Context: an optimization exercise on an open-source flow, tuned for small area and a short achievable clock period. The choices shown serve that exercise and are no tape-out recipe.
Only simulation tests tie the RTL to the original design; equivalence was not proved.
No activity file was given, so power comes from the tool's default toggle rates.

==> flow/design.v (outline; a module is shown in full before it is edited, if it fits) <==
// module PID: 38 lines
// module SegwayMath: 1021 lines
// module fa_cell: 4 lines
// module balance_cntrl: 23 lines
module balance_cntrl
# (parameter fast_sim=1)
(
input clk, rst_n,
input vld, pwr_up, rider_off,
input logic signed [15:0] ptch,
input logic signed [15:0] ptch_rt,
input logic [11:0] steer_pot,
input logic en_steer,
output logic signed [11:0] lft_spd,
output logic signed [11:0] rght_spd,
output logic too_fast
);
  // ...
==> flow/flow/run.sh <==
#!/bin/bash
# Layout flow: the standard synthesis, then an inverter clean-up around the
# full-adder cells (polarity.py) and a re-map of the remaining gates
# (remap.tcl, ABC area script), then the standard layout steps with plain
# buf_1 port buffers and a setup-repair target of MARGIN ns.
set -euo pipefail
MARGIN=9
R=orfs/results/sky130hd/balance_cntrl/base
bash standard.sh  synth > 1_standard_synth.log 2>&1
cp $R/1_2_yosys.v std_1_2_yosys.v
python3 flow/polarity.py std_1_2_yosys.v pol.v > 2_polarity.log 2>&1
export REMAP_LIB=$FLOW_HOME/platforms/sky130hd/lib/sky130_fd_sc_hd__tt_025C_1v80.lib
export REMAP_DONT_USE="$(sed -n '/DONT_USE_CELLS += /,/^$/p' $FLOW_HOME/platforms/sky130hd/config.mk | grep -o 'sky130_fd_sc_hd__[a-z0-9_]*' | tr '\n' ' ')"
STA=$(dirname $(command -v openroad))/sta
best=""; bestm=""
for s in flow/abc_*.script; do
  k=$(basename $s .script)
  REMAP_IN=pol.v REMAP_OUT=remap_$k.v REMAP_ABC_SCRIPT=$s yosys -c flow/remap.tcl > 3_remap_$k.log 2>&1 || continue
  PICK_NET=remap_$k.v PICK_LIB=$REMAP_LIB PICK_SDC=constraint.sdc $STA -no_init -exit flow/pick.tcl > 3_pick_$k.log 2>&1 || continue
  line=$(grep '^PICK' 3_pick_$k.log) || continue
  m=$(echo "$line" | awk '{print $3 * (37.5 - $5 * 1e9)}')
  echo "$k $line metric $m" >> 3_pick_summary.log
  if [ -z "$bestm" ] || awk "BEGIN {exit !($m < $bestm)}"; then best=$k; bestm=$m; fi
done
echo "chosen $best" >> 3_pick_summary.log
cp remap_$best.v remap.v
cp remap.v $R/1_2_yosys.v
rm -f $R/1_synth.odb $R/1_synth.sdc
ARGS=( "BUFFER_PORTS_ARGS=-buffer_cell sky130_fd_sc_hd__buf_1")
LATE=0
if [ "$LATE" = "1" ]; then
  # floorplan (and its first sizing pass) without the setup-repair target
  bash standard.sh "${ARGS[@]}" floorplan > 4_standard_floorplan.log 2>&1
fi
if [ "$MARGIN" != "none" ]; then
  ARGS+=("SETUP_SLACK_MARGIN=$MARGIN")
fi
bash standard.sh "${ARGS[@]}" finish > 4_standard_finish.log 2>&1
==> flow/flow/abc_a.script <==
strash
dch
map -B 0.9
topo
stime -c
buffer -c
upsize -c
dnsize -c
==> flow/flow/abc_b.script <==
strash
dc2
dch -f
map -a
strash
dch -f
map -a
topo
buffer -c
upsize -c
dnsize -c
==> flow/flow/abc_c.script <==
strash
&get -n
&fraig -x
&put
scorr
dc2
dretime
strash
&get -n
&dch -f
&nf -a
&put
buffer -c
upsize -c
dnsize -c
==> flow/flow/abc_e.script <==
strash
dc2
dch -f
map -a
strash
dc2
dch -f
map -a
strash
dch -f
map -a
topo
buffer -c
upsize -c
dnsize -c
==> flow/flow/abc_f.script <==
strash
&get -n
&dch -f
&nf -a
&put
strash
dch -f
map -a
topo
buffer -c
upsize -c
dnsize -c
==> flow/flow/pick.tcl <==
# Report area and worst setup slack of a candidate netlist (no wires).
# env: PICK_NET, PICK_LIB, PICK_SDC
read_liberty $::env(PICK_LIB)
read_verilog $::env(PICK_NET)
link_design balance_cntrl
read_sdc $::env(PICK_SDC)
set area 0.0
foreach inst [get_cells *] {
  set area [expr {$area + [get_property [get_lib_cells -of_objects $inst] area]}]
}
puts "PICK area $area slack [sta::worst_slack_cmd max]"
==> flow/flow/polarity.py <==
#!/usr/bin/env python3
"""Inverter clean-up around full adders in a flat sky130 gate netlist.

A full adder is self-dual: FA(~a, ~b, ~c) = (~sum, ~cout).  Each fa cell may
therefore run in inverted polarity.  This pass picks a polarity per fa cell
that needs the fewest inverters, removes the design's free inverters and adds
back one inverter per net whose complement some pin still needs.
Usage: polarity.py in.v out.v"""
import re, sys, collections

src = open(sys.argv[1]).read()
INV = re.compile(r'sky130_fd_sc_hd__(inv|clkinv)_\d+$')
FA = re.compile(r'sky130_fd_sc_hd__fa_\d+$')
OUTP = {'X', 'Y', 'Q', 'Q_N', 'SUM', 'COUT', 'HI', 'LO'}

m = re.search(r'\bmodule\s+(\w+)\s*\((.*?)\);(.*)\bendmodule', src, re.S)
top, portlist, body = m.group(1), m.group(2), m.group(3)
stmts = [s.strip() for s in body.split(';')]
cells = []      # [typ, name, {pin: net}]
other = []      # non-cell statements, kept verbatim
cre = re.compile(r'^(sky130_fd_sc_hd__\w+)\s+(\S+)\s*\((.*)\)$', re.S)
for s in stmts:
    if not s:
        continue
    mm = cre.match(s)
    if mm:
        pins = {p: n.strip() for p, n in re.findall(r'\.(\w+)\(([^()]*)\)', mm.group(3))}
        cells.append([mm.group(1), mm.group(2), pins])
    else:
        other.append(s)

# nets used by non-cell statements (assigns, ports) stay fixed
fixed_nets = set()
for s in other:
    if s.startswith('assign'):
        for tok in re.findall(r'\\\S+|[A-Za-z_][\w$]*(?:\[\d+\])?', s[len('assign'):]):
            fixed_nets.add(tok)
ports = set()
for s in other:
    mm = re.match(r'^(input|output|inout)\s*(\[(\d+):(\d+)\])?\s*(.*)$', s, re.S)
    if mm:
        names = [x.strip() for x in mm.group(5).split(',')]
        for n in names:
            if mm.group(2):
                a, b = int(mm.group(3)), int(mm.group(4))
                for i in range(min(a, b), max(a, b) + 1):
                    ports.add('%s[%d]' % (n, i))
            ports.add(n)
fixed_nets |= ports

driver = {}
for c in cells:
    for p, n in c[2].items():
        if p in OUTP:
            driver[n] = c

def is_free_inv(c):
    return INV.match(c[0]) and c[2]['Y'] not in fixed_nets

def root(n):
    par = 0
    seen = 0
    while n in driver and is_free_inv(driver[n]) and seen < 100:
        n = driver[n][2]['A']
        par ^= 1
        seen += 1
    return n, par

fas = [c for c in cells if FA.match(c[0])]
fa_idx = {c[1]: i for i, c in enumerate(fas)}
out_of = {}    # net -> fa index (physical driver)
for i, c in enumerate(fas):
    out_of[c[2]['SUM']] = i
    out_of[c[2]['COUT']] = i

# consumers: (cell, pin, root, parity, fa_index or None)
cons = []
for c in cells:
    if is_free_inv(c):
        continue
    for p, n in c[2].items():
        if p in OUTP:
            continue
        r, k = root(n)
        cons.append((c, p, r, k, fa_idx.get(c[1]) if FA.match(c[0]) else None))

f = [0] * len(fas)
def need(ci):
    c, p, r, k, w = cons[ci]
    ph = f[out_of[r]] if r in out_of else 0
    return k ^ ph ^ (f[w] if w is not None else 0)

by_root = collections.defaultdict(list)
for i, cc in enumerate(cons):
    by_root[cc[2]].append(i)
touch = collections.defaultdict(set)
for i, cc in enumerate(cons):
    if cc[4] is not None:
        touch[cc[4]].add(cc[2])
for i, c in enumerate(fas):
    touch[i].add(c[2]['SUM'])
    touch[i].add(c[2]['COUT'])

def cost_root(r):
    return 1 if any(need(i) for i in by_root[r]) else 0

def total():
    return sum(cost_root(r) for r in by_root)

before = total()
improved = True
it = 0
while improved and it < 50:
    improved = False
    it += 1
    for i in range(len(fas)):
        rs = touch[i]
        c0 = sum(cost_root(r) for r in rs)
        f[i] ^= 1
        c1 = sum(cost_root(r) for r in rs)
        if c1 < c0:
            improved = True
        else:
            f[i] ^= 1
after = total()

# rebuild
new_cells = [c for c in cells if not is_free_inv(c)]
old_inv = len(cells) - len(new_cells)
inv_net = {}
extra = []
wires = []
k = 0
for i, cc in enumerate(cons):
    c, p, r, par, w = cc
    if need(i):
        if r not in inv_net:
            k += 1
            nn = 'polinv_%d' % k
            inv_net[r] = nn
            wires.append(nn)
            extra.append(['sky130_fd_sc_hd__inv_1', 'polinv_cell_%d' % k, {'A': r, 'Y': nn}])
        c[2][p] = inv_net[r]
    else:
        c[2][p] = r

def emit(c):
    pins = ',\n'.join('    .%s(%s)' % (p, n + (' ' if n.startswith('\\') else '')) for p, n in c[2].items())
    return '  %s %s (\n%s\n  );' % (c[0], c[1], pins)

out = ['module %s(%s);' % (top, portlist)]
for s in other:
    out.append('  ' + s + ' ;')
for w_ in wires:
    out.append('  wire %s;' % w_)
for c in new_cells + extra:
    out.append(emit(c))
out.append('endmodule')
head = src[:m.start()]
open(sys.argv[2], 'w').write(head + '\n'.join(out) + '\n')
sys.stderr.write('polarity: %d fa cells, %d flipped, inverters %d -> %d (cost %d -> %d)\n'
                 % (len(fas), sum(f), old_inv, len(extra), before, after))
==> flow/flow/remap.tcl <==
# Re-map the random logic around the kept adder cells and flip-flops.
# env: REMAP_IN, REMAP_OUT, REMAP_LIB, REMAP_ABC_SCRIPT, REMAP_DONT_USE
yosys -import
set L $::env(REMAP_LIB)
read_liberty -ignore_miss_func -ignore_buses $L
read_verilog -defer $::env(REMAP_IN)
hierarchy -top balance_cntrl
foreach c {fa_1 fa_2 fa_4 dfrtp_1 dfrtp_2 dfrtp_4 dfxtp_1 conb_1} {
  catch { blackbox sky130_fd_sc_hd__$c }
}
flatten
opt_clean -purge
techmap
opt -fast
set dont_use {}
foreach c $::env(REMAP_DONT_USE) { lappend dont_use -dont_use $c }
abc -script $::env(REMAP_ABC_SCRIPT) -liberty $L {*}$dont_use
opt_clean -purge

stat -liberty $L
write_verilog -noattr -noexpr -nohex -nodec -selected $::env(REMAP_OUT)
==> flow/standard.sh <==
#!/bin/bash
# synth_recipe.tcl (not shown) runs the flow's synth.tcl, then flattens the netlist and writes it again
# the make line also repeats each setting of config.mk as NAME=value (left out here)
make -C /OpenROAD-flow-scripts/flow DESIGN_CONFIG=/design/flow/config.mk WORK_HOME=/design/flow/orfs CLKGATE_MAP_FILE= SYNTH_SCRIPT=/design/flow/synth_recipe.tcl "${@:-finish}"
==> flow/config.mk <==
export PLATFORM = sky130hd
export DESIGN_NAME = balance_cntrl
export DESIGN_NICKNAME = balance_cntrl
export VERILOG_FILES = /design/flow/design.v
export SDC_FILE = /design/flow/constraint.sdc
export NUM_CORES = 4
export LEC_CHECK = 0
export ABC_AREA = 1
export CAP_MARGIN = 20
export CORE_MARGIN = 2
export CORE_UTILIZATION = 70
export SLEW_MARGIN = 20
export TNS_END_PERCENT = 0
==> flow/constraint.sdc <==
create_clock -name core_clock -period 35.0 [get_ports {clk}]
set_input_delay 7.0000 -clock core_clock [delete_from_list [all_inputs] [get_ports {clk}]]
set_output_delay 7.0000 -clock core_clock [all_outputs]
set_load 0.01 [all_outputs]
==> results.txt, run 1 <==
status - timing/DRC/antenna clean
fraction of final layout cells sized beyond drive strength 1 - 0.0786
registers with the highest flip-flop counts - PID_balance.integrator: 18 flops, PID_balance.pre: 11 flops, PID_balance.ss_tmr: 8 flops
timing-limited maximum frequency - 39.7 MHz
total grt overflow - 0
Max VDD drop - 0.145 mV
clock network power share - 0.056
clock tree skew after final layout - 12.7 ps
syn nets - 1264
setup repair after global routing missed its margin - false
arrival time of the worst setup path - 18170 ps
number of clock buffers inserted by TritonCTS - 5
met3 routing resource usage after global routing - 0.0306
commonest non-fill, non-tap cells in the layout - sky130_fd_sc_hd__inv_1, sky130_fd_sc_hd__nor2_1, sky130_fd_sc_hd__nand2_1
area of the multi-input gates - 6110 um^2
synthesis warning total - 1
transition time at the pin with the least slew margin - 1010 ps
worst slack at placement - 9590 ps
group drawing the most power - combinational cells
count of TritonRoute iterations in the first routing pass - 6
length in cells of the worst reg-to-reg path - 30
Sequential Power Share - 0.091
category of the worst setup path capture point - output port
std cell rows - 38
slack of the worst reg-to-reg path - 27740 ps
total of cells resized after clock tree synthesis - 0
utilization of the core after routing - 0.770
post-cts hold buffer count - 0
net switching power - 0.000354 W
clock period minus final worst setup slack - 25170 ps
maximum single-stage delay on the critical path - 590 ps
Rel. slew slack - 0.325
==> run 2: changes to the inputs <==
--- a/flow/config.mk
+++ b/flow/config.mk
@@ -12,2 +12,2 @@
 export SLEW_MARGIN = 20
-export TNS_END_PERCENT = 0
+export TNS_END_PERCENT = 10
==> run 2 against run 1 <==
Total power did not move. Register-to-register slack hardly changed. Synthesized cell count unchanged. Utilization did not move. Non-clock buffer count unchanged. Sequential cell count did not move. Largest cell class unchanged. Highest routed layer unchanged.
==> results.txt, run 2 <==
last weighted congestion value of the routability-driven placer - 0.943
clock latency on the worst-skew pair - 300 ps
root buffer cell - sky130_fd_sc_hd__clkbuf_8
Rel. slew slack - 0.325 (unchanged)
number of hold violations in the final report - 0
global-route wire length before repair - 31600 um
maximum clock path buffer count - 2
post-layout instance count excluding filler cells - 1310
post-CTS setup-driven buffer insertion count - 0
# setup viols final - 0
Worst setup startpoint - ptch[9]
total of cells resized after clock tree synthesis - 0 (unchanged)
final worst setup slack - 9830 ps
synthesis warning total - 1 (unchanged)
Power Dens Cells - 66.1 nW/um^2
registers with the highest flip-flop counts - PID_balance.integrator: 18 flops, PID_balance.pre: 11 flops, PID_balance.ss_tmr: 8 flops
part of the cycle the worst path needs - 0.719
critical path start-end classification - in -> out
fraction of final layout cells sized beyond drive strength 1 - 0.0786 (unchanged)
status - timing/DRC/antenna clean
transition time at the pin with the least slew margin - 1010 ps (unchanged)
std cell rows - 38 (unchanged)
area delta synth->final - 6.37%
worst hold path startpoint - PID_balance.pre[9]
Mean Syn Cell Area - 7.17 um^2
area enclosed by the die boundary - 12100 um^2
required arrival time at the worst endpoint - 28000 ps
Avg Vias per Cell - 5.72
Clock Sinks - 37
clock tree skew after final layout - 12.7 ps (unchanged)
number of max-cap violations - 0
max FFs per register - 18
utilization of the core after routing - 0.770 (unchanged)
total standard cell area after synthesis - 7880 um^2
setup TNS after final layout - 0 ps
number of antenna violations at the first check in global routing - 0
chip height - 110 um
arrival time of the worst setup path - 18170 ps (about the same)
Reg with most FFs - PID_balance.integrator
total grt overflow - 0 (unchanged)
Ports - 75
class of the most critical hold timing path - reg -> reg
Via Count - 7493
critical path launch point type - primary input
initial cell density of the core - 0.724
post-detailed-route count of antenna-violating nets - 0
net total in the final layout - 1334
Max VDD drop - 0.145 mV (unchanged)
clock period minus final worst setup slack - 25170 ps (unchanged)
syn nets - 1264 (unchanged)
post-cts hold buffer count - 0 (unchanged)
commonest non-fill, non-tap cells in the layout - sky130_fd_sc_hd__inv_1, sky130_fd_sc_hd__nor2_1, sky130_fd_sc_hd__nand2_1
slowest cell on the critical path - sky130_fd_sc_hd__fa_1
static leakage - 3.96 nW
maximum single-stage delay on the critical path - 590 ps (about the same)
H-tree Lvls - 2
Storage cell area - 926 um^2
average wire per cell in the routed design - 14.4 um
antenna cells - 0
Post-Synthesis Cells - 1099
count of TritonRoute iterations in the first routing pass - 6 (unchanged)
residual DRC count - 0
Final Max Slew Viols - 0
Worst-path clk slew - 90 ps
setup repair after global routing missed its margin - false
I/O Buffers - 68
area of the multi-input gates - 6110 um^2 (unchanged)
FF-to-FF Start - PID_balance.integrator[0]
cell count after placement - 1302
total global-route track usage - 0.330
critical path peak fanout - 9
Iteration-0 DRC Markers - 695
library cell appearing most often on the critical path - sky130_fd_sc_hd__nand2_1
# fillers - 882
number of global-route vias before repair - 7115
number of clock buffers inserted by TritonCTS - 5 (unchanged)
category of the worst setup path capture point - output port
core outline area - 10900 um^2
TritonCTS clock tree - built
die extent in x - 110 um
timing-limited maximum frequency - 39.7 MHz (unchanged)
commonest non-fill, non-tap cell in the layout - sky130_fd_sc_hd__inv_1
post-detail-place hpwl - 15800 um
wire length after detailed routing - 18900 um
maximum number of pins on one net before global-route repair - 38
worst slack at placement - 9590 ps (unchanged)
-- run 2: worst max-delay path, delay by kind of cell --
kind | cells | cell delay [ps]
xor gates and xnor gates | 2 | 530
and+or+nand+nor | 24 | 3230
buffers and inverters | 10 | 1160
adders and majority gates | 8 | 3640
AOI/OAI and AO/OA | 15 | 2620
-- run 2: cell type report --
| class | instances | share of cell area |
|---|---|---|
| Timing Repair Buffer | 70 | 0.0324 |
| Multi-Input combinational cell | 840 | 0.729 |
| Sequential cell | 37 | 0.110 |
| Tap cell | 140 | 0.0209 |
| Clock buffer | 5 | 0.00821 |
| Clock inverter | 3 | 0.00254 |
| Inverter | 215 | 0.0969 |
-- run 2: power breakdown --
group / switching [W] / total, W / leakage, nW / internal (W)
logic: 0.000333 / 0.000473 / 3.41 / 0.000140
clock network: 0.0000170 / 0.0000311 / 0.0445 / 0.0000141
registers: 0.00000387 / 0.0000506 / 0.502 / 0.0000467
total: 0.000354 / 0.000554 / 3.96 / 0.000200
-- run 2: final timing paths --
| check | to | slack [ps] | cells past startpoint |
|---|---|---|---|
| setup / recovery | rght_spd[7] | 9830 | 59 |
| hold / removal | PID_balance.pre[10] | 520 | 2 |
| setup reg to reg | PID_balance.integrator[7] | 27740 | 30 |
| hold reg to reg | PID_balance.pre[10] | 520 | 2 |
| max in group asynchronous | PID_balance.integrator[7] | 27640 | 1 |
| min in group asynchronous | PID_balance.integrator[13] | 6810 | 1 |
-- run 2: stage by stage --
| step | total power, W | hold WS (ps) | cell area (um^2) |
|---|---|---|---|
| after floorplan | 0.000400 | 471 | 7880 |
| after global placement | 0.000497 | 481 | 8290 |
| after detailed placement | 0.000508 | 509 | 8290 |
| after CTS | 0.000541 | 525 | 8380 |
| after global routing | 0.000604 | 546 | 8380 |
| final | 0.000554 | 522 | 8380 |
-- run 2: per-layer routing --
metal,vias up,track usage,share of wire
met5,-,0,0
li1,3624,-,-
met4,0,0.0563,0.0093
met2,320,0.549,0.48
met3,26,0.0306,0.079
met1,3523,0.483,0.43
==> run 3: changes to the inputs <==
--- a/flow/flow/run.sh
+++ b/flow/flow/run.sh
@@ -6,3 +6,3 @@
 set -euo pipefail
-MARGIN=9
+MARGIN=10
 R=orfs/results/sky130hd/balance_cntrl/base
--- a/flow/config.mk
+++ b/flow/config.mk
@@ -12,2 +12 @@
 export SLEW_MARGIN = 20
-export TNS_END_PERCENT = 10
==> run 3 against run 2 <==
Non-clock buffer count increased by 13. Largest cell class unchanged. Clock-buffer cell count is the same. Sequential cell count is the same. Register-to-register slack got worse by 70 ps. Clock skew is 5.2 ps lower. Still clean. Critical path type unchanged. Final cell count up 1.1%. Routed wire length is 7.1% higher.
==> results.txt, run 3 <==
residual DRC count - 0 (unchanged)
registers with the highest flip-flop counts - PID_balance.integrator: 18 flops, PID_balance.pre: 11 flops, PID_balance.ss_tmr: 8 flops
timing-limited maximum frequency - 40.8 MHz (+2.7%)
required arrival time at the worst endpoint - 28000 ps (about the same)
Post-Synthesis Cells - 1099 (unchanged)
critical path peak fanout - 9 (unchanged)
initial cell density of the core - 0.724 (unchanged)
Avg Vias per Cell - 5.82 (+1.7%)
fraction of final layout cells sized beyond drive strength 1 - 0.112 (+0.0337)
commonest non-fill, non-tap cell in the layout - sky130_fd_sc_hd__inv_1
area delta synth->final - 10.9%
FF-to-FF Start - PID_balance.integrator[0]
status - timing/DRC/antenna clean
maximum number of pins on one net before global-route repair - 38 (unchanged)
total power of the final layout - 0.000672 W (+21%)
last weighted congestion value of the routability-driven placer - 0.943 (unchanged)
Ports - 75 (unchanged)
net total in the final layout - 1348 (+1.0%)
length in cells of the worst reg-to-reg path - 30 (unchanged)
Storage cell area - 926 um^2 (unchanged)
internal power component - 0.000258 W (+29%)
clock period minus final worst setup slack - 24510 ps (-659 ps)
Max VDD drop - 0.157 mV (+8.1%)
critical path start-end classification - in -> out
switching part of the total power - 0.617 (-0.0216)
syn nets - 1264 (unchanged)
number of clock buffers inserted by TritonCTS - 5 (unchanged)
post-detail-place hpwl - 15800 um (unchanged)
number of max-cap violations - 0 (unchanged)
Clock Sinks - 37 (unchanged)
wire length after detailed routing - 20200 um (+7.1%)
total grt overflow - 0 (unchanged)
arrival time of the worst setup path - 17510 ps (-660 ps)
std cell rows - 38 (unchanged)
setup repair after global routing missed its margin - false
total global-route track usage - 0.331 (+0.000634)
root buffer cell - sky130_fd_sc_hd__clkbuf_8
maximum clock path buffer count - 2 (unchanged)
# fillers - 799 (-9.4%)
TritonCTS clock tree - built
Reg with most FFs - PID_balance.integrator
Fin Hold WS - 525 ps (+3.50 ps)
Iteration-0 DRC Markers - 695 (unchanged)
global-route wire length before repair - 31700 um (+0.17%)
slowest cell on the critical path - sky130_fd_sc_hd__fa_1
Rel. slew slack - 0.302 (-0.0237)
H-tree Lvls - 2 (unchanged)
average wire per cell in the routed design - 15.3 um (+6.0%)
Sequential Power Share - 0.075 (-0.016)
number of global-route vias before repair - 7125 (+0.14%)
total standard cell area after synthesis - 7880 um^2 (unchanged)
post-detailed-route count of antenna-violating nets - 0 (unchanged)
utilization of the core after routing - 0.802 (+0.0325)
worst hold endpoint - PID_balance.pre[10]
Final Max Slew Viols - 0 (unchanged)
Power Dens Cells - 77.0 nW/um^2 (+16%)
library cell appearing most often on the critical path - sky130_fd_sc_hd__nand2_1
static leakage - 4.08 nW (+3.1%)
synthesis warning total - 1 (unchanged)
transition time at the pin with the least slew margin - 1040 ps (+35.4 ps)
cell count after placement - 1302 (unchanged)
count of TritonRoute iterations in the first routing pass - 6 (unchanged)
antenna cells - 0 (unchanged)
Via Count - 7705 (+2.8%)
post-layout instance count excluding filler cells - 1324 (+1.1%)
commonest non-fill, non-tap cells in the layout - sky130_fd_sc_hd__inv_1, sky130_fd_sc_hd__nand2_1, sky130_fd_sc_hd__nor2_1
area of the multi-input gates - 6340 um^2 (+3.8%)
critical path launch point type - primary input
net switching power - 0.000415 W (+17%)
Worst Hold Depth - 2 (unchanged)
slack of the worst reg-to-reg path - 27670 ps (-70 ps)
max FFs per register - 18 (unchanged)
worst reg2reg endpoint - PID_balance.integrator[1]
# setup viols final - 0 (unchanged)
setup TNS after final layout - 0 ps (unchanged)
die extent in x - 110 um (unchanged)
class of the most critical hold timing path - reg -> reg
core outline area - 10900 um^2 (unchanged)
post-cts hold buffer count - 0 (unchanged)
category of the worst setup path capture point - output port
worst hold path startpoint - PID_balance.pre[9]
clock tree skew after final layout - 7.45 ps (-5.21 ps)
maximum single-stage delay on the critical path - 560 ps (-30 ps)
clock latency on the worst-skew pair - 290 ps (about the same)
chip height - 110 um (unchanged)
Combinational Power Share - 0.878 (+0.025)
Mean Syn Cell Area - 7.17 um^2 (unchanged)
number of hold violations in the final report - 0 (unchanged)
I/O Buffers - 68 (unchanged)
number of antenna violations at the first check in global routing - 0 (unchanged)
Worst-path clk slew - 80 ps (about the same)
area enclosed by the die boundary - 12100 um^2 (unchanged)
clock network power share - 0.047 (-0.009)
part of the cycle the worst path needs - 0.700 (-0.0188)
## run 3: through the flow
| stage | setup slack (ps) | cell area [um^2] |
|---|---|---|
| after global placement | 9710 | 8290 |
| after detailed placement | 9590 | 8290 |
| after CTS | 10070 | 8380 |
| final | 10490 | 8730 |
| after global routing | 9800 | 8730 |
| after floorplan | 11430 | 7880 |
## run 3: layout make-up
class / instances / area share
inverter: 215 / 0.0938
clock inverter: 3 / 0.00244
timing repair buffer: 83 / 0.0441
multi-input combinational: 841 / 0.726
clock buffer: 5 / 0.00788
tap: 140 / 0.0201
sequential: 37 / 0.106
## run 3: what timing repair did
item | 4_1_cts | 5_1_grt
pin swaps | 0 | 16
hold endpoints to repair | 0 | 0
gates cloned | 0 | 1
gates resized for setup | 9 | 53
endpoints found under the setup margin | 19 | 23
buffers inserted | 0 | 13
## run 3: power by group through the flow
stage | clock network [W] | logic (W) | registers, W
after floorplan | 0 | 0.000350 | 0.0000504
after global placement | 0 | 0.000446 | 0.0000511
after detailed placement | 0 | 0.000456 | 0.0000513
after CTS | 0.0000313 | 0.000462 | 0.0000505
after global routing | 0.0000331 | 0.000639 | 0.0000511
final | 0.0000315 | 0.000590 | 0.0000506
## run 3: routing by layer
layer	wire, um	global-route usage	vias up
met2	9810	0.552	343
met3	1700	0.0300	35
met5	0	0	-
met4	221	0.0563	0
met1	8460	0.482	3675
li1	-	-	3652
## run 3: how the worst max path moves through the flow
stage	start	end	slack, ps	cells past startpoint
2_1_floorplan	ptch[9]	lft_spd[5]	11430	57
3_3_place_gp	ptch[9]	lft_spd[4]	9710	58
3_5_place_dp	ptch[9]	rght_spd[4]	9590	59
4_1_cts	ptch[9]	rght_spd[4]	10070	58
5_1_grt	ptch[10]	rght_spd[0]	9800	63
6_report	ptch[10]	rght_spd[1]	10490	60
## run 3: worst max-delay path, delay by kind of cell
family | cells | cell delay (ps)
fa+ha+maj | 8 | 3790
simple gates | 24 | 2750
compound gates | 16 | 2520
buf+inv | 11 | 1260
xor+xnor | 1 | 210
==> run 4: changes to the inputs <==
--- a/flow/flow/run.sh
+++ b/flow/flow/run.sh
@@ -6,3 +6,3 @@
 set -euo pipefail
-MARGIN=10
+MARGIN=8.5
 R=orfs/results/sky130hd/balance_cntrl/base
==> run 4 against run 3 <==
Still clean. Combinational power fell by about 20%. Sequential cell count did not move. Clock power fell by 2%. Global-route usage fell by 0.063 points. Sequential power barely moved. Fmax fell by 4.2%. Hold slack got worse by 2.7 ps. First-iteration DRC count rose by 10%. Sequential share of layout area rose by 0.45 points. Final cell count fell by 1.1%. Synthesized area did not move. Critical path type unchanged. Largest power group unchanged. Highest routed layer unchanged.
==> results.txt, run 4 <==
setup repair after global routing missed its margin - false
Storage cell area - 926 um^2 (unchanged)
maximum number of pins on one net before global-route repair - 38 (unchanged)
slowest cell on the critical path - sky130_fd_sc_hd__o21ai_0
area delta synth->final - 6.32%
antenna cells - 0 (unchanged)
# setup viols final - 0 (unchanged)
count of TritonRoute iterations in the first routing pass - 6 (unchanged)
critical path launch point type - primary input
commonest non-fill, non-tap cells in the layout - sky130_fd_sc_hd__inv_1, sky130_fd_sc_hd__nor2_1, sky130_fd_sc_hd__nand2_1
maximum single-stage delay on the critical path - 700 ps (+140 ps)
residual DRC count - 0 (unchanged)
Global Route met2 Usage - 0.549 (-0.00307)
gr busiest metal - met2
library cell appearing most often on the critical path - sky130_fd_sc_hd__nand2_1
Iteration-0 DRC Markers - 766 (+10%)
die extent in x - 110 um (unchanged)
total grt overflow - 0 (unchanged)
area of the multi-input gates - 6100 um^2 (-3.7%)
final worst setup slack - 9410 ps (-1080 ps)
timing-limited maximum frequency - 39.1 MHz (-4.2%)
class of the most critical hold timing path - reg -> reg
I/O Buffers - 68 (unchanged)
maximum clock path buffer count - 2 (unchanged)
global routing met1 resource utilization - 0.483 (about the same)
post-CTS setup-driven buffer insertion count - 0 (unchanged)
total of cells resized after clock tree synthesis - 0 (-9)
Max VDD drop - 0.143 mV (-8.4%)
setup TNS after final layout - 0 ps (unchanged)
commonest non-fill, non-tap cell in the layout - sky130_fd_sc_hd__inv_1
clock tree skew after final layout - 10.6 ps (+3.15 ps)
Reg with most FFs - PID_balance.integrator
critical path peak fanout - 9 (unchanged)
required arrival time at the worst endpoint - 28000 ps (about the same)
status - timing/DRC/antenna clean
synthesis warning total - 1 (unchanged)
core outline area - 10900 um^2 (unchanged)
Worst-path clk slew - 80 ps (about the same)
number of clock buffers inserted by TritonCTS - 5 (unchanged)
net total in the final layout - 1334 (-1.0%)
# fillers - 881 (+10%)
clock period minus final worst setup slack - 25590 ps (+1080 ps)
average wire per cell in the routed design - 14.4 um (-5.6%)
syn nets - 1264 (unchanged)
registers with the highest flip-flop counts - PID_balance.integrator: 18 flops, PID_balance.pre: 11 flops, PID_balance.ss_tmr: 8 flops
fraction of final layout cells sized beyond drive strength 1 - 0.0778 (-0.0346)
initial cell density of the core - 0.724 (unchanged)
max FFs per register - 18 (unchanged)
total global-route track usage - 0.330 (-0.000634)
Power Dens Cells - 65.9 nW/um^2 (-14%)
met3 routing resource usage after global routing - 0.0306 (+0.000588)
post-detailed-route count of antenna-violating nets - 0 (unchanged)
wire length after detailed routing - 18900 um (-6.6%)
Clock Sinks - 37 (unchanged)
TritonCTS clock tree - built
post-detail-place hpwl - 15800 um (unchanged)
part of the cycle the worst path needs - 0.731 (+0.0308)
Worst Hold Depth - 2 (unchanged)
global-route wire length before repair - 31600 um (-0.17%)
total standard cell area after synthesis - 7880 um^2 (unchanged)
category of the worst setup path capture point - output port
area enclosed by the die boundary - 12100 um^2 (unchanged)
clock latency on the worst-skew pair - 290 ps (about the same)
Final Max Slew Viols - 0 (unchanged)
Via Count - 7508 (-2.6%)
length in cells of the worst reg-to-reg path - 30 (unchanged)
number of max-cap violations - 0 (unchanged)
worst slack at placement - 9590 ps (unchanged)
number of hold violations in the final report - 0 (unchanged)
Fin Hold WS - 523 ps (-2.74 ps)
number of antenna violations at the first check in global routing - 0 (unchanged)
Post-Synthesis Cells - 1099 (unchanged)
critical path start-end classification - in -> out
std cell rows - 38 (unchanged)
Mean Syn Cell Area - 7.17 um^2 (unchanged)
Rel. slew slack - 0.325 (+0.0234)
Avg Vias per Cell - 5.73 (-1.5%)
last weighted congestion value of the routability-driven placer - 0.943 (unchanged)
Ports - 75 (unchanged)
H-tree Lvls - 2 (unchanged)
chip height - 110 um (unchanged)
root buffer cell - sky130_fd_sc_hd__clkbuf_8
arrival time of the worst setup path - 18590 ps (+1080 ps)
post-cts hold buffer count - 0 (unchanged)
transition time at the pin with the least slew margin - 1010 ps (-34.9 ps)
number of global-route vias before repair - 7115 (-0.14%)
static leakage - 3.96 nW (-3.1%)
==> run 4: cell count changes in the layout (fill, tap and decap cells not counted), moves of 3 or more <==
cell,before,now
sky130_fd_sc_hd__inv_2,16,19
sky130_fd_sc_hd__clkbuf_2,3,0
sky130_fd_sc_hd__o21ai_4,11,0
sky130_fd_sc_hd__buf_4,14,2
sky130_fd_sc_hd__inv_4,4,1
sky130_fd_sc_hd__buf_1,64,67
sky130_fd_sc_hd__nor2_1,184,187
sky130_fd_sc_hd__o21ai_0,34,46
==> run 4: path summary, 6_finish.rpt <==
kind / from / end / slack [ps]
setup / recovery: ptch[9] / rght_spd[7] / 9410
hold / removal: PID_balance.pre[9] / PID_balance.pre[10] / 520
setup reg to reg: PID_balance.integrator[0] / PID_balance.integrator[7] / 27750
hold reg to reg: PID_balance.pre[9] / PID_balance.pre[10] / 520
max in group asynchronous: rst_n / PID_balance.integrator[7] / 27640
min in group asynchronous: rst_n / PID_balance.integrator[13] / 6820
==> run 4: per-stage QoR <==
step | utilization | instance area (um^2) | std cells | total power (W)
2_1_floorplan | - | 7880 | 1099 | 0.000400
3_3_place_gp | 0.761 | 8290 | 1302 | 0.000497
3_5_place_dp | 0.761 | 8290 | 1302 | 0.000508
4_1_cts | 0.769 | 8380 | 1310 | 0.000541
5_1_grt | 0.769 | 8380 | 1310 | 0.000601
6_report | 0.769 | 8380 | 1310 | 0.000552
==> run 4: layout make-up <==
cell class | instances | area share
clock inverters | 3 | 0.00254
repair buffers | 70 | 0.0324
well taps | 140 | 0.0209
clock buffers | 5 | 0.00822
inverters | 215 | 0.0969
flip-flops and latches | 37 | 0.111
multi-input cells | 840 | 0.728
==> run 4: critical path, delay by kind of cell <==
kind	cells	cell delay, ps
buf+inv	10	1170
fa+ha+maj	8	3640
compound gates	15	3130
simple gates	24	3130
xor+xnor	2	540
==> run 4: report_power, final <==
group | switching [W] | internal, W
logic | 0.000332 | 0.000138
registers | 0.00000387 | 0.0000467
clock network | 0.0000169 | 0.0000141
total | 0.000353 | 0.000199
==> run 4: routing by layer <==
metal,wire [um],vias to the layer above
met5,0,-
met4,195,0
met3,1480,30
met2,8910,300
met1,8280,3548
li1,-,3630
==> run 5: changes to the inputs <==
--- a/flow/flow/run.sh
+++ b/flow/flow/run.sh
@@ -6,3 +6,3 @@
 set -euo pipefail
-MARGIN=8.5
+MARGIN=9.5
 R=orfs/results/sky130hd/balance_cntrl/base
--- a/flow/config.mk
+++ b/flow/config.mk
@@ -11,2 +11,3 @@
 export CORE_UTILIZATION = 70
+export PLACE_DENSITY = 0.8
 export SLEW_MARGIN = 20
==> run 5 against run 4 <==
Still clean. Via count hardly changed. Non-clock buffer count grew 1. Global-route usage unchanged. Hold slack gained 1.5 ps. Sequential cell count unchanged. Sequential share of layout area shrank 0.14 points. Critical path depth is 2 lower. Final cell count is essentially flat. Die area did not move. Synthesized area unchanged. Combinational power rose by 5.3%.
==> results.txt, run 5 <==
status - timing/DRC/antenna clean
Rel. slew slack - 0.299 (-0.0257)
Final Max Slew Viols - 0 (unchanged)
maximum single-stage delay on the critical path - 650 ps (-50 ps)
critical path start-end classification - in -> out
commonest non-fill, non-tap cell in the layout - sky130_fd_sc_hd__inv_1
residual DRC count - 0 (unchanged)
post-detail-place hpwl - 15800 um (unchanged)
setup TNS after final layout - 0 ps (unchanged)
post-route cell area - 8490 um^2 (+1.3%)
# fillers - 857 (-2.7%)
maximum number of pins on one net before global-route repair - 38 (unchanged)
category of the worst setup path capture point - output port
gr busiest metal - met2
required arrival time at the worst endpoint - 28000 ps (about the same)
clock tree skew after final layout - 12.3 ps (+1.75 ps)
total standard cell area after synthesis - 7880 um^2 (unchanged)
wire length after detailed routing - 19300 um (+2.1%)
library cell appearing most often on the critical path - sky130_fd_sc_hd__inv_1
critical path peak fanout - 9 (unchanged)
transition time at the pin with the least slew margin - 1040 ps (+38.3 ps)
part of the cycle the worst path needs - 0.707 (-0.0239)
number of clock buffers inserted by TritonCTS - 5 (unchanged)
chip height - 110 um (unchanged)
std cell rows - 38 (unchanged)
Via Count - 7510 (+0.027%)
registers with the highest flip-flop counts - PID_balance.integrator: 18 flops, PID_balance.pre: 11 flops, PID_balance.ss_tmr: 8 flops
area enclosed by the die boundary - 12100 um^2 (unchanged)
worst reg2reg endpoint - PID_balance.integrator[1]
count of TritonRoute iterations in the first routing pass - 6 (unchanged)
slowest cell on the critical path - sky130_fd_sc_hd__fa_2
Worst-path clk slew - 90 ps (about the same)
antenna cells - 0 (unchanged)
FF-to-FF Start - PID_balance.integrator[0]
Post-Synthesis Cells - 1099 (unchanged)
Mean Syn Cell Area - 7.17 um^2 (unchanged)
post-detailed-route count of antenna-violating nets - 0 (unchanged)
fraction of final layout cells sized beyond drive strength 1 - 0.0914 (+0.0136)
I/O Buffers - 68 (unchanged)
global-route wire length before repair - 31600 um (unchanged)
TritonCTS clock tree - built
timing-limited maximum frequency - 40.4 MHz (+3.4%)
Clock Sinks - 37 (unchanged)
initial cell density of the core - 0.724 (unchanged)
slack of the worst reg-to-reg path - 27710 ps (-40 ps)
net total in the final layout - 1335 (+0.075%)
Worst setup endpoint - rght_spd[7]
number of global-route vias before repair - 7115 (unchanged)
max FFs per register - 18 (unchanged)
commonest non-fill, non-tap cells in the layout - sky130_fd_sc_hd__inv_1, sky130_fd_sc_hd__nor2_1, sky130_fd_sc_hd__nand2_1
core outline area - 10900 um^2 (unchanged)
area delta synth->final - 7.70%
average wire per cell in the routed design - 14.7 um (+2.0%)
Max VDD drop - 0.152 mV (+5.9%)
maximum clock path buffer count - 2 (unchanged)
setup repair after global routing missed its margin - false
die extent in x - 110 um (unchanged)
clock latency on the worst-skew pair - 300 ps (about the same)
Worst setup startpoint - ptch[9]
number of hold violations in the final report - 0 (unchanged)
post-cts hold buffer count - 0 (unchanged)
syn nets - 1264 (unchanged)
Ports - 75 (unchanged)
synthesis warning total - 1 (unchanged)
Reg with most FFs - PID_balance.integrator
arrival time of the worst setup path - 17750 ps (-840 ps)
Iteration-0 DRC Markers - 748 (-2.3%)
total global-route track usage - 0.330 (unchanged)
global routing met1 resource utilization - 0.483 (unchanged)
Global Route met2 Usage - 0.549 (unchanged)
length in cells of the worst reg-to-reg path - 30 (unchanged)
root buffer cell - sky130_fd_sc_hd__clkbuf_8
H-tree Lvls - 2 (unchanged)
class of the most critical hold timing path - reg -> reg
Power Dens Cells - 68.0 nW/um^2 (+3.2%)
number of max-cap violations - 0 (unchanged)
# setup viols final - 0 (unchanged)
critical path launch point type - primary input
Avg Vias per Cell - 5.73 (about the same)
total grt overflow - 0 (unchanged)
met3 routing resource usage after global routing - 0.0306 (unchanged)
Post-Place Cell Area - 8290 um^2 (unchanged)
static leakage - 3.99 nW (+0.80%)
number of antenna violations at the first check in global routing - 0 (unchanged)
clock period minus final worst setup slack - 24750 ps (-837 ps)
last weighted congestion value of the routability-driven placer - 0.943 (unchanged)
==> run 5: area by class of cell <==
cell class,count,area (um^2),share of cell area
clock inverters,3,21.3,0.00251
well taps,140,175,0.0206
clock buffers,5,68.8,0.00811
multi-input cells,840,6190,0.730
repair buffers,71,292,0.0344
flip-flops and latches,37,926,0.109
inverters,215,812,0.0957
==> run 5: worst min path at each step <==
stage / from / cells after the start / end
after floorplan: PID_balance.pre[7] / 2 / PID_balance.pre[8]
after global placement: PID_balance.pre[3] / 2 / PID_balance.pre[4]
after detailed placement: PID_balance.pre[7] / 2 / PID_balance.pre[8]
after CTS: PID_balance.pre[7] / 2 / PID_balance.pre[8]
after global routing: PID_balance.pre[5] / 2 / PID_balance.pre[6]
final: PID_balance.pre[9] / 2 / PID_balance.pre[10]
==> run 5: stage by stage <==
stage	setup slack (ps)	std cells	hold WS (ps)	total power, W	utilization
finish	10250	1311	524	0.000577	0.779
floorplan	11430	1099	471	0.000400	-
global placement	9710	1302	481	0.000497	0.761
CTS	9540	1310	525	0.000541	0.769
detailed placement	9590	1302	509	0.000508	0.761
global route	9480	1311	546	0.000630	0.779
==> run 5: per-layer routing <==
metal,vias to the layer above,share of wire
met1,3554,0.43
met3,28,0.080
li1,3628,-
met4,0,0.0089
met2,300,0.49
met5,-,0
==> run 5: critical path, delay by kind of cell <==
kind | cells | cell delay, ps
adder cells (fa/ha/maj) | 8 | 3920
AND/OR/NAND/NOR | 21 | 2870
AO/OA/AOI/OAI | 16 | 2600
buffers and inverters | 12 | 1340
==> run 5: where the power goes <==
part           switching (W)  internal [W]
Clock              0.0000172     0.0000141
Sequential        0.00000392     0.0000467
Combinational       0.000347      0.000148
Total               0.000368      0.000209
==> run 5: repair_timing <==
item | CTS | global route
endpoints found under the setup margin | 0 | 23
resized for setup | 0 | 27
buffers inserted | 0 | 1
==> run 6: changes to the inputs <==
--- a/flow/config.mk
+++ b/flow/config.mk
@@ -10,3 +10,3 @@
 export CORE_MARGIN = 2
-export CORE_UTILIZATION = 70
+export CORE_UTILIZATION = 60
 export PLACE_DENSITY = 0.8
==> run 6 against run 5 <==
Still clean on timing, DRC and antenna. Register-to-register slack improved by 110 ps. Sequential share of layout area fell by 0.14 points. First-iteration DRC count rose by 21%. Largest power group unchanged.
==> results.txt, run 6 <==
Rel. slew slack - 0.314 (+0.0146)
Fin Hold WS - 514 ps (-9.97 ps)
Mean Syn Cell Area - 7.17 um^2 (unchanged)
# setup viols final - 0 (unchanged)
critical path peak fanout - 9 (unchanged)
transition time at the pin with the least slew margin - 1020 ps (-21.8 ps)
die extent in x - 119 um (+7.7%)
TritonCTS clock tree - built
status - timing/DRC/antenna clean
library cell appearing most often on the critical path - sky130_fd_sc_hd__nand2_1
Worst-path clk slew - 60 ps (-30 ps)
Final Max Slew Viols - 0 (unchanged)
registers with the highest flip-flop counts - PID_balance.integrator: 18 flops, PID_balance.pre: 11 flops, PID_balance.ss_tmr: 8 flops
area delta synth->final - 9.15%
H-tree Lvls - 2 (unchanged)
static leakage - 4.02 nW (+0.88%)
maximum clock path buffer count - 2 (unchanged)
post-detail-place hpwl - 14800 um (-6.0%)
number of antenna violations at the first check in global routing - 0 (unchanged)
Power Dens Cells - 68.1 nW/um^2 (+0.19%)
initial cell density of the core - 0.619 (-0.104)
maximum number of pins on one net before global-route repair - 38 (unchanged)
total global-route track usage - 0.265 (-0.0647)
slack of the worst reg-to-reg path - 27820 ps (+110 ps)
total standard cell area after synthesis - 7880 um^2 (unchanged)
critical path launch point type - primary input
total grt overflow - 0 (unchanged)
Post-Place Cell Area - 8330 um^2 (+0.48%)
antenna cells - 0 (unchanged)
max FFs per register - 18 (unchanged)
post-route cell area - 8600 um^2 (+1.3%)
synthesis warning total - 1 (unchanged)
commonest non-fill, non-tap cell in the layout - sky130_fd_sc_hd__inv_1
area of the multi-input gates - 6190 um^2 (about the same)
number of hold violations in the final report - 0 (unchanged)
setup repair after global routing missed its margin - false
class of the most critical hold timing path - reg -> reg
area enclosed by the die boundary - 14100 um^2 (+16%)
core outline area - 12700 um^2 (+17%)
std cell rows - 41 (+7.9%)
arrival time of the worst setup path - 17710 ps (-40 ps)
Ports - 75 (unchanged)
clock period minus final worst setup slack - 24710 ps (-35.7 ps)
timing-limited maximum frequency - 40.5 MHz (+0.14%)
I/O Buffers - 68 (unchanged)
Clock Sinks - 37 (unchanged)
part of the cycle the worst path needs - 0.706 (-0.00102)
last weighted congestion value of the routability-driven placer - 0.934 (-1.0%)
category of the worst setup path capture point - output port
Via Count - 7470 (-0.53%)
Iteration-0 DRC Markers - 908 (+21%)
number of max-cap violations - 0 (unchanged)
root buffer cell - sky130_fd_sc_hd__clkbuf_16
Post-Synthesis Cells - 1099 (unchanged)
clock latency on the worst-skew pair - 280 ps (-20 ps)
number of clock buffers inserted by TritonCTS - 5 (unchanged)
post-detailed-route count of antenna-violating nets - 0 (unchanged)
Storage cell area - 926 um^2 (unchanged)
Max VDD drop - 0.0852 mV (-44%)
# fillers - 1125 (+31%)
Reg with most FFs - PID_balance.integrator
clock tree skew after final layout - 4.16 ps (-8.18 ps)
commonest non-fill, non-tap cells in the layout - sky130_fd_sc_hd__inv_1, sky130_fd_sc_hd__nor2_1, sky130_fd_sc_hd__nand2_1
chip height - 119 um (+7.7%)
maximum single-stage delay on the critical path - 590 ps (-60 ps)
wire length after detailed routing - 18400 um (-4.7%)
slowest cell on the critical path - sky130_fd_sc_hd__fa_1
count of TritonRoute iterations in the first routing pass - 6 (unchanged)
global-route wire length before repair - 31300 um (-1.0%)
number of global-route vias before repair - 7122 (+0.098%)
Avg Vias per Cell - 5.56 (-2.9%)
fraction of final layout cells sized beyond drive strength 1 - 0.0897 (-0.00171)
setup TNS after final layout - 0 ps (unchanged)
residual DRC count - 0 (unchanged)
critical path start-end classification - in -> out
syn nets - 1264 (unchanged)
net total in the final layout - 1335 (unchanged)
required arrival time at the worst endpoint - 28000 ps (about the same)
average wire per cell in the routed design - 13.7 um (-7.0%)
-- run 6: report_power, final --
group	switching, W	total [W]	internal (W)
clock	0.0000174	0.0000512	0.0000337
sequential	0.00000389	0.0000507	0.0000468
combinational	0.000334	0.000484	0.000150
-- run 6: path summary, 6_finish.rpt --
| check | start | endpoint | cells past startpoint |
|---|---|---|---|
| worst max-delay path | ptch[9] | lft_spd[4] | 58 |
| worst min-delay path | PID_balance.pre[1] | PID_balance.pre[2] | 2 |
| worst max register to register | PID_balance.integrator[0] | PID_balance.integrator[7] | 30 |
| worst min register to register | PID_balance.pre[1] | PID_balance.pre[2] | 2 |
| max in group asynchronous | rst_n | PID_balance.ss_tmr[3] | 1 |
| min in group asynchronous | rst_n | PID_balance.integrator[14] | 1 |
-- run 6: worst max-delay path: cells and delay by family --
kind	cells	cell delay (ps)
fa+ha+maj	8	3790
compound gates	15	2830
simple gates	23	2740
buf+inv	11	1140
xor+xnor	1	190
-- run 6: layout make-up --
cell class	count	area share
Multi-Input combinational cell	840	0.719
Sequential cell	37	0.108
Inverter	215	0.0944
Timing Repair Buffer	71	0.0339
Tap cell	172	0.0250
Clock buffer	6	0.0150
Clock inverter	2	0.00451
-- run 6: what timing repair did --
item                                    in CTS  in global routing
hold buffers                                 0                  0
endpoints found under the setup margin       0                 23
buffers inserted                             0                  1
gates resized for setup                      0                 25
endpoints found under the hold margin        0                  0
-- run 6: per-layer routing --
layer / vias up / track usage / wire length, um
li1: 3635 / - / -
met1: 3494 / 0.383 / 8020
met2: 305 / 0.434 / 8490
met3: 36 / 0.0328 / 1590
met4: 0 / 0.0499 / 252
met5: - / 0 / 0
-- run 6: through the flow --
step                total power, W   util  std cells  setup slack, ps
floorplan                 0.000400      -       1099            11430
finish                    0.000586  0.676       1343            10290
detailed placement        0.000502  0.655       1334             9680
global route              0.000640  0.676       1343             9540
CTS                       0.000558  0.668       1342             9640
global placement          0.000498  0.655       1334             9840
==> run 7: changes to the inputs <==
--- a/flow/flow/run.sh
+++ b/flow/flow/run.sh
@@ -28,3 +28,3 @@
 rm -f $R/1_synth.odb $R/1_synth.sdc
-ARGS=( "BUFFER_PORTS_ARGS=-buffer_cell sky130_fd_sc_hd__buf_1")
+ARGS=( "BUFFER_PORTS_ARGS=-buffer_cell sky130_fd_sc_hd__buf_1" RECOVER_POWER=100)
 LATE=0
--- a/flow/config.mk
+++ b/flow/config.mk
@@ -10,4 +10,3 @@
 export CORE_MARGIN = 2
-export CORE_UTILIZATION = 60
-export PLACE_DENSITY = 0.8
+export CORE_UTILIZATION = 70
 export SLEW_MARGIN = 20
==> run 7 against run 6 <==
Critical path depth is 1 lower. Largest power group unchanged. The layout now fails its checks (capacitance limit, slew limit). Combinational power hardly changed. Clock skew is 2.2 ps higher. Setup slack got worse by 2000 ps. Global-route usage increased by 6.5 points. Utilization up 9.2 points. Sequential share of layout area increased by 0.31 points. Routed wire length grew 4.9%. Non-clock buffer count stayed put. Via count increased by 1.0%. Final cell count shrank 2.4%. Critical path type unchanged.
==> results.txt, run 7 <==
status - finished with violations
violated checks - capacitance limit, slew limit
category of the worst setup path capture point - output port
critical path start-end classification - in -> out
I/O Buffers - 68 (unchanged)
net total in the final layout - 1335 (unchanged)
length in cells of the worst reg-to-reg path - 30 (unchanged)
number of max-cap violations - 1 (+1)
average wire per cell in the routed design - 14.7 um (+7.5%)
FF-to-FF Start - PID_balance.integrator[0]
TritonCTS clock tree - built
die extent in x - 110 um (-7.2%)
global-route wire length before repair - 31600 um (+1.0%)
total grt overflow - 0 (unchanged)
std cell rows - 38 (-7.3%)
area delta synth->final - 6.07%
slowest cell on the critical path - sky130_fd_sc_hd__o21ai_0
Iteration-0 DRC Markers - 773 (-15%)
registers with the highest flip-flop counts - PID_balance.integrator: 18 flops, PID_balance.pre: 11 flops, PID_balance.ss_tmr: 8 flops
commonest non-fill, non-tap cell in the layout - sky130_fd_sc_hd__inv_1
# setup viols final - 0 (unchanged)
initial cell density of the core - 0.724 (+0.104)
clock tree skew after final layout - 6.41 ps (+2.25 ps)
number of global-route vias before repair - 7115 (-0.098%)
post-detailed-route count of antenna-violating nets - 0 (unchanged)
area enclosed by the die boundary - 12100 um^2 (-14%)
commonest non-fill, non-tap cells in the layout - sky130_fd_sc_hd__inv_1, sky130_fd_sc_hd__nor2_1, sky130_fd_sc_hd__nand2_1
post-detail-place hpwl - 15800 um (+6.4%)
Mean Syn Cell Area - 7.17 um^2 (unchanged)
category of cells accounting for the largest share of critical-path delay - adder cells
required arrival time at the worst endpoint - 28000 ps (about the same)
total standard cell area after synthesis - 7880 um^2 (unchanged)
library cell appearing most often on the critical path - sky130_fd_sc_hd__inv_1
Reg with most FFs - PID_balance.integrator
Fin Hold WS - 528 ps (+13.8 ps)
last weighted congestion value of the routability-driven placer - 0.943 (+1.0%)
syn nets - 1264 (unchanged)
post-route cell area - 8360 um^2 (-2.8%)
count of TritonRoute iterations in the first routing pass - 5 (-1)
maximum clock path buffer count - 2 (unchanged)
Ports - 75 (unchanged)
number of antenna violations at the first check in global routing - 0 (unchanged)
wire length after detailed routing - 19300 um (+4.9%)
root buffer cell - sky130_fd_sc_hd__clkbuf_8
maximum single-stage delay on the critical path - 700 ps (+110 ps)
worst hold path startpoint - PID_balance.pre[7]
Post-Synthesis Cells - 1099 (unchanged)
Max VDD drop - 0.151 mV (+77%)
fraction of final layout cells sized beyond drive strength 1 - 0.0683 (-0.0213)
count of buffering cells on the critical path with inverters included - 13 (+2)
total power of the final layout - 0.000567 W (-3.2%)
timing-limited maximum frequency - 37.5 MHz (-7.4%)
Post-Place Cell Area - 8290 um^2 (-0.48%)
max FFs per register - 18 (unchanged)
antenna cells - 0 (unchanged)
residual DRC count - 0 (unchanged)
Via Count - 7548 (+1.0%)
critical path peak fanout - 9 (unchanged)
Avg Vias per Cell - 5.76 (+3.5%)
critical path launch point type - primary input
Final Max Slew Viols - 38 (+38)
setup repair after global routing missed its margin - false
count of cell instances traversed by the critical path - 57 (-1.7%)
total global-route track usage - 0.330 (+0.0647)
number of clock buffers inserted by TritonCTS - 5 (unchanged)
transition time at the pin with the least slew margin - 2040 ps (+1020 ps)
Worst Hold Depth - 2 (unchanged)
Worst setup startpoint - ptch[9]
Worst-path clk slew - 80 ps (+20 ps)
Clock Sinks - 37 (unchanged)
setup TNS after final layout - 0 ps (unchanged)
chip height - 110 um (-7.2%)
number of hold violations in the final report - 0 (unchanged)
arrival time of the worst setup path - 19690 ps (+1980 ps)
Rel. slew slack - -0.361 (-0.674)
static leakage - 3.95 nW (-1.8%)
maximum number of pins on one net before global-route repair - 38 (unchanged)
core outline area - 10900 um^2 (-14%)
Power Dens Cells - 67.8 nW/um^2 (-0.42%)
synthesis warning total - 1 (unchanged)
clock latency on the worst-skew pair - 290 ps (about the same)
# fillers - 890 (-21%)
part of the cycle the worst path needs - 0.762 (+0.0564)
utilization of the core after routing - 0.768 (+0.0916)
H-tree Lvls - 2 (unchanged)
clock period minus final worst setup slack - 26690 ps (+1970 ps)
class of the most critical hold timing path - reg -> reg
## run 7: final timing paths
kind                       slack [ps]                         end
max                              8310                 rght_spd[4]
min                               530          PID_balance.pre[8]
max reg2reg                     27690   PID_balance.integrator[1]
min reg2reg                       530          PID_balance.pre[8]
max in group asynchronous       26550   PID_balance.integrator[7]
min in group asynchronous        7280  PID_balance.integrator[13]
## run 7: per-layer routing
layer,global-route usage,part of all wire,vias to the layer above,wire length [um]
met5,0,0,-,0
met4,0.0563,0.011,0,213
met3,0.0306,0.078,32,1500
met2,0.549,0.48,317,9270
met1,0.483,0.43,3571,8280
li1,-,-,3628,-
## run 7: timing repair
| item | CTS | global route |
|---|---|---|
| buffers inserted | 0 | 1 |
| endpoints found under the hold margin | 0 | 0 |
| endpoints found under the setup margin | 0 | 23 |
| hold buffers | 0 | 0 |
| gates resized for setup | 0 | 27 |
## run 7: report_power, final
part	internal [W]	switching, W
combinational	0.000143	0.000342
clock	0.0000141	0.0000171
sequential	0.0000467	0.00000391
## run 7: worst min-delay path, cell delays in order (launching register included)
cell                      delay (ps)
sky130_fd_sc_hd__dfrtp_1         360
sky130_fd_sc_hd__inv_1            60
sky130_fd_sc_hd__nor2_1           80
## run 7: stage by stage
| step | instances | setup slack [ps] |
|---|---|---|
| after global routing | 1311 | 7440 |
| after floorplan | 1099 | 11430 |
| after CTS | 1310 | 9540 |
| final | 1311 | 8310 |
| after detailed placement | 1302 | 9590 |
| after global placement | 1302 | 9710 |
## run 7: final cells by class
type / count / area, um^2 / share of cell area
multi-input cells: 840 / 6060 / 0.726
well taps: 140 / 175 / 0.0210
clock buffers: 5 / 68.8 / 0.00823
repair buffers: 71 / 290 / 0.0347
inverters: 215 / 812 / 0.0972
clock inverters: 3 / 21.3 / 0.00255
flip-flops and latches: 37 / 926 / 0.111
==> run 8: changes to the inputs <==
--- a/flow/flow/run.sh
+++ b/flow/flow/run.sh
@@ -28,3 +28,3 @@
 rm -f $R/1_synth.odb $R/1_synth.sdc
-ARGS=( "BUFFER_PORTS_ARGS=-buffer_cell sky130_fd_sc_hd__buf_1" RECOVER_POWER=100)
+ARGS=( "BUFFER_PORTS_ARGS=-buffer_cell sky130_fd_sc_hd__buf_1" RECOVER_POWER=50)
 LATE=0
==> run 8 against run 7 <==
Hold slack got worse by 4.4 ps. Final cell count unchanged. Clock power about the same. Register-to-register slack improved by 20 ps. Combinational power increased by 2%. Sequential cell count unchanged. Critical path depth unchanged. Routed wire length about the same. Die area unchanged. Still fails the layout checks on capacitance limit, slew limit. Via count decreased by 0.13%. Synthesized area unchanged.
==> results.txt, run 8 <==
status - finished with violations
violated checks - capacitance limit, slew limit
core outline area - 10900 um^2 (unchanged)
# setup viols final - 0 (unchanged)
area of the multi-input gates - 6190 um^2 (+2.1%)
Combinational Power Share - 0.859 (+0.003)
total standard cell area after synthesis - 7880 um^2 (unchanged)
TritonCTS clock tree - built
setup repair after global routing missed its margin - false
clock tree skew after final layout - 10.7 ps (+4.31 ps)
setup TNS after final layout - 0 ps (unchanged)
Worst-path clk slew - 80 ps (about the same)
post-layout instance count excluding filler cells - 1311 (unchanged)
H-tree Lvls - 2 (unchanged)
Sequential Power Share - 0.088 (about the same)
transition time at the pin with the least slew margin - 2040 ps (-5.18 ps)
last weighted congestion value of the routability-driven placer - 0.943 (unchanged)
Rel. slew slack - -0.357 (+0.00345)
number of global-route vias before repair - 7115 (unchanged)
class of the most critical hold timing path - reg -> reg
post-detailed-route count of antenna-violating nets - 0 (unchanged)
count of buffering cells on the critical path with inverters included - 12 (-1)
slowest cell on the critical path - sky130_fd_sc_hd__fa_2
average wire per cell in the routed design - 14.7 um (about the same)
Power Dens Cells - 68.1 nW/um^2 (+0.45%)
Final Max Slew Viols - 38 (unchanged)
net switching power - 0.000369 W (+1.7%)
Storage cell area - 926 um^2 (unchanged)
std cell rows - 38 (unchanged)
commonest non-fill, non-tap cells in the layout - sky130_fd_sc_hd__inv_1, sky130_fd_sc_hd__nor2_1, sky130_fd_sc_hd__nand2_1
Max VDD drop - 0.152 mV (+0.69%)
static leakage - 3.99 nW (+0.86%)
net total in the final layout - 1335 (unchanged)
number of max-cap violations - 1 (unchanged)
root buffer cell - sky130_fd_sc_hd__clkbuf_8
part of the cycle the worst path needs - 0.707 (-0.0552)
area delta synth->final - 7.69%
arrival time of the worst setup path - 17750 ps (-1940 ps)
Avg Vias per Cell - 5.75 (-0.13%)
critical path peak fanout - 9 (unchanged)
max FFs per register - 18 (unchanged)
antenna cells - 0 (unchanged)
Reg with most FFs - PID_balance.integrator
utilization of the core after routing - 0.779 (+0.0117)
residual DRC count - 0 (unchanged)
critical path start-end classification - in -> out
commonest non-fill, non-tap cell in the layout - sky130_fd_sc_hd__inv_1
Clock Sinks - 37 (unchanged)
chip height - 110 um (unchanged)
post-detail-place hpwl - 15800 um (unchanged)
registers with the highest flip-flop counts - PID_balance.integrator: 18 flops, PID_balance.pre: 11 flops, PID_balance.ss_tmr: 8 flops
Worst Hold Depth - 2 (unchanged)
switching part of the total power - 0.638 (-0.00166)
Ports - 75 (unchanged)
number of clock buffers inserted by TritonCTS - 5 (unchanged)
number of hold violations in the final report - 0 (unchanged)
I/O Buffers - 68 (unchanged)
total grt overflow - 0 (unchanged)
Fin Hold WS - 523 ps (-4.44 ps)
die extent in x - 110 um (unchanged)
fraction of final layout cells sized beyond drive strength 1 - 0.0905 (+0.0222)
maximum clock path buffer count - 2 (unchanged)
Post-Synthesis Cells - 1099 (unchanged)
category of the worst setup path capture point - output port
initial cell density of the core - 0.724 (unchanged)
total power of the final layout - 0.000578 W (+2.0%)
# fillers - 858 (-3.6%)
global-route wire length before repair - 31600 um (unchanged)
area enclosed by the die boundary - 12100 um^2 (unchanged)
maximum number of pins on one net before global-route repair - 38 (unchanged)
required arrival time at the worst endpoint - 28000 ps (about the same)
category of cells accounting for the largest share of critical-path delay - adder cells
library cell appearing most often on the critical path - sky130_fd_sc_hd__inv_1
Via Count - 7538 (-0.13%)
synthesis warning total - 1 (unchanged)
total global-route track usage - 0.330 (unchanged)
number of antenna violations at the first check in global routing - 0 (unchanged)
Iteration-0 DRC Markers - 748 (-3.2%)
wire length after detailed routing - 19300 um (about the same)
timing-limited maximum frequency - 40.4 MHz (+7.8%)
Mean Syn Cell Area - 7.17 um^2 (unchanged)
length in cells of the worst reg-to-reg path - 30 (unchanged)
cell count after placement - 1302 (unchanged)
clock latency on the worst-skew pair - 290 ps (about the same)
count of cell instances traversed by the critical path - 57 (unchanged)
critical path launch point type - primary input
clock period minus final worst setup slack - 24750 ps (-1930 ps)
syn nets - 1264 (unchanged)
clock network power share - 0.054 (about the same)
internal power component - 0.000209 W (+2.5%)
count of TritonRoute iterations in the first routing pass - 6 (+1)
maximum single-stage delay on the critical path - 650 ps (-50 ps)
## run 8: final cells by class
class | count | share of cell area
Tap cell | 140 | 0.0206
Clock buffer | 5 | 0.00811
Timing Repair Buffer | 71 | 0.0342
Multi-Input combinational cell | 840 | 0.730
Sequential cell | 37 | 0.109
Clock inverter | 3 | 0.00251
Inverter | 215 | 0.0957
## run 8: what timing repair did
item | 4_1_cts | 5_1_grt
buffers inserted | 0 | 1
hold buffers | 0 | 0
gates resized for setup | 0 | 27
setup endpoints to repair | 0 | 23
## run 8: power by group through the flow
stage / combinational (W) / sequential, W / clock [W]
after floorplan: 0.000350 / 0.0000504 / 0
final: 0.000496 / 0.0000506 / 0.0000310
after global routing: 0.000545 / 0.0000512 / 0.0000336
after detailed placement: 0.000456 / 0.0000513 / 0
after global placement: 0.000446 / 0.0000511 / 0
after CTS: 0.000459 / 0.0000505 / 0.0000313
## run 8: worst reg2reg max path: cells and delay by family, from the launching register on
family          cells  cell delay (ps)
simple gates       13             1880
compound gates      2              430
flops               1              410
fa+ha+maj          11             3880
buf+inv             4              600
## run 8: per-stage QoR
step           setup slack, ps  area [um^2]
2_1_floorplan            11430         7880
3_3_place_gp              9710         8290
3_5_place_dp              9590         8290
4_1_cts                   9540         8380
5_1_grt                   9480         8480
6_report                 10250         8480
## run 8: layer usage
| layer | GRT usage | part of all wire | vias up |
|---|---|---|---|
| li1 | - | - | 3628 |
| met1 | 0.483 | 0.43 | 3566 |
| met4 | 0.0563 | 0.0096 | 0 |
| met5 | 0 | 0 | - |
| met2 | 0.549 | 0.48 | 312 |
| met3 | 0.0306 | 0.079 | 32 |
## run 8: final timing paths
path                                      startpoint                    endpoint  slack, ps
setup / recovery                             ptch[9]                 rght_spd[7]      10250
hold / removal                    PID_balance.pre[9]         PID_balance.pre[10]        520
setup reg to reg           PID_balance.integrator[0]   PID_balance.integrator[1]      27710
hold reg to reg                   PID_balance.pre[9]         PID_balance.pre[10]        520
max in group asynchronous                      rst_n   PID_balance.integrator[7]      26550
min in group asynchronous                      rst_n  PID_balance.integrator[13]       7280
==> run 9: changes to the inputs <==
--- a/flow/flow/run.sh
+++ b/flow/flow/run.sh
@@ -28,3 +28,3 @@
 rm -f $R/1_synth.odb $R/1_synth.sdc
-ARGS=( "BUFFER_PORTS_ARGS=-buffer_cell sky130_fd_sc_hd__buf_1" RECOVER_POWER=50)
+ARGS=( "BUFFER_PORTS_ARGS=-buffer_cell sky130_fd_sc_hd__buf_1")
 LATE=0
==> run 9 against run 8 <==
Non-clock buffer count stayed put. Largest power group unchanged. Setup slack better by 4.3 ps. Sequential share of layout area hardly changed. Die area stayed put. Clock skew is 1.6 ps higher. Largest cell class unchanged. Total power is 0.19% lower. Now clean on timing, DRC and antenna. Sequential cell count stayed put. Critical endpoint unchanged. Critical path type unchanged.
==> results.txt, run 9 <==
status - timing/DRC/antenna clean
category of cells accounting for the largest share of critical-path delay - adder cells
Sequential Power Share - 0.088 (about the same)
clock tree skew after final layout - 12.3 ps (+1.62 ps)
initial cell density of the core - 0.724 (unchanged)
Via Count - 7510 (-0.37%)
die extent in x - 110 um (unchanged)
# fillers - 857 (-0.12%)
maximum clock path buffer count - 2 (unchanged)
max FFs per register - 18 (unchanged)
commonest non-fill, non-tap cells in the layout - sky130_fd_sc_hd__inv_1, sky130_fd_sc_hd__nor2_1, sky130_fd_sc_hd__nand2_1
Worst setup endpoint - rght_spd[7]
maximum single-stage delay on the critical path - 650 ps (about the same)
maximum number of pins on one net before global-route repair - 38 (unchanged)
transition time at the pin with the least slew margin - 1040 ps (-991 ps)
critical path start-end classification - in -> out
critical path launch point type - primary input
Ports - 75 (unchanged)
commonest non-fill, non-tap cell in the layout - sky130_fd_sc_hd__inv_1
Mean Syn Cell Area - 7.17 um^2 (unchanged)
antenna cells - 0 (unchanged)
clock latency on the worst-skew pair - 300 ps (about the same)
total standard cell area after synthesis - 7880 um^2 (unchanged)
number of global-route vias before repair - 7115 (unchanged)
required arrival time at the worst endpoint - 28000 ps (about the same)
count of cell instances traversed by the critical path - 57 (unchanged)
area delta synth->final - 7.70% (about the same)
Iteration-0 DRC Markers - 748 (unchanged)
core outline area - 10900 um^2 (unchanged)
Clock Sinks - 37 (unchanged)
post-detail-place hpwl - 15800 um (unchanged)
Max VDD drop - 0.152 mV (about the same)
Combinational Power Share - 0.858 (about the same)
FF-to-FF Start - PID_balance.integrator[0]
Power Dens Cells - 68.0 nW/um^2 (-0.21%)
total global-route track usage - 0.330 (unchanged)
Final Max Slew Viols - 0 (-100%)
last weighted congestion value of the routability-driven placer - 0.943 (unchanged)
post-route cell area - 8490 um^2 (about the same)
Storage cell area - 926 um^2 (unchanged)
Post-Synthesis Cells - 1099 (unchanged)
clock period minus final worst setup slack - 24750 ps (-4.30 ps)
synthesis warning total - 1 (unchanged)
setup TNS after final layout - 0 ps (unchanged)
utilization of the core after routing - 0.779 (about the same)
wire length after detailed routing - 19300 um (about the same)
category of the worst setup path capture point - output port
total grt overflow - 0 (unchanged)
slowest cell on the critical path - sky130_fd_sc_hd__fa_2
run 9: worst register-to-register path, delay by kind of cell (launching register included):
kind / cells / cell delay, ps
and+or+nand+nor: 13 / 1880
DFF: 1 / 410
adders and majority gates: 11 / 3880
buffers and inverters: 4 / 600
AOI/OAI and AO/OA: 2 / 430
run 9: metrics by stage:
stage                     std cells  setup slack (ps)  power (W)
after detailed placement       1302              9590   0.000508
after floorplan                1099             11430   0.000400
after global routing           1311              9480   0.000630
after global placement         1302              9710   0.000497
after CTS                      1310              9540   0.000541
final                          1311             10250   0.000577
run 9: layout make-up:
cell class                 instances  area share
sequential                        37       0.109
inverter                         215      0.0957
clock inverter                     3     0.00251
multi-input combinational        840       0.730
clock buffer                       5     0.00811
tap                              140      0.0206
timing repair buffer              71      0.0344
run 9: power groups by stage:
stage / clock (W) / sequential (W) / combinational [W]
2_1_floorplan: 0 / 0.0000504 / 0.000350
3_3_place_gp: 0 / 0.0000511 / 0.000446
3_5_place_dp: 0 / 0.0000513 / 0.000456
4_1_cts: 0.0000313 / 0.0000505 / 0.000459
5_1_grt: 0.0000336 / 0.0000512 / 0.000545
6_report: 0.0000313 / 0.0000506 / 0.000495
run 9: what timing repair did:
item                                   in CTS  in global routing
gates resized for setup                     0                 27
setup endpoints to repair                   0                 23
buffers inserted                            0                  1
endpoints found under the hold margin       0                  0
run 9: how the worst min path moves through the flow:
| stage | from | endpoint | slack [ps] |
|---|---|---|---|
| CTS | PID_balance.pre[7] | PID_balance.pre[8] | 520 |
| global placement | PID_balance.pre[3] | PID_balance.pre[4] | 480 |
| detailed placement | PID_balance.pre[7] | PID_balance.pre[8] | 510 |
| finish | PID_balance.pre[9] | PID_balance.pre[10] | 520 |
| floorplan | PID_balance.pre[7] | PID_balance.pre[8] | 470 |
| global route | PID_balance.pre[5] | PID_balance.pre[6] | 550 |
run 9: per-layer routing:
layer  wire length, um  global-route usage
met5                 0                   0
met4               172              0.0563
met3              1540              0.0306
met2              9350               0.549
met1              8190               0.483

Re-timed with assumed drivers on the ports (clkbuf_16 on the clock, buf_2 on other inputs), run 9 has 10.224 ns of setup slack against 10.250 ns with ideal ports, and 10.224 ns once port delays also move by the mid clock arrival of 0.316 ns.
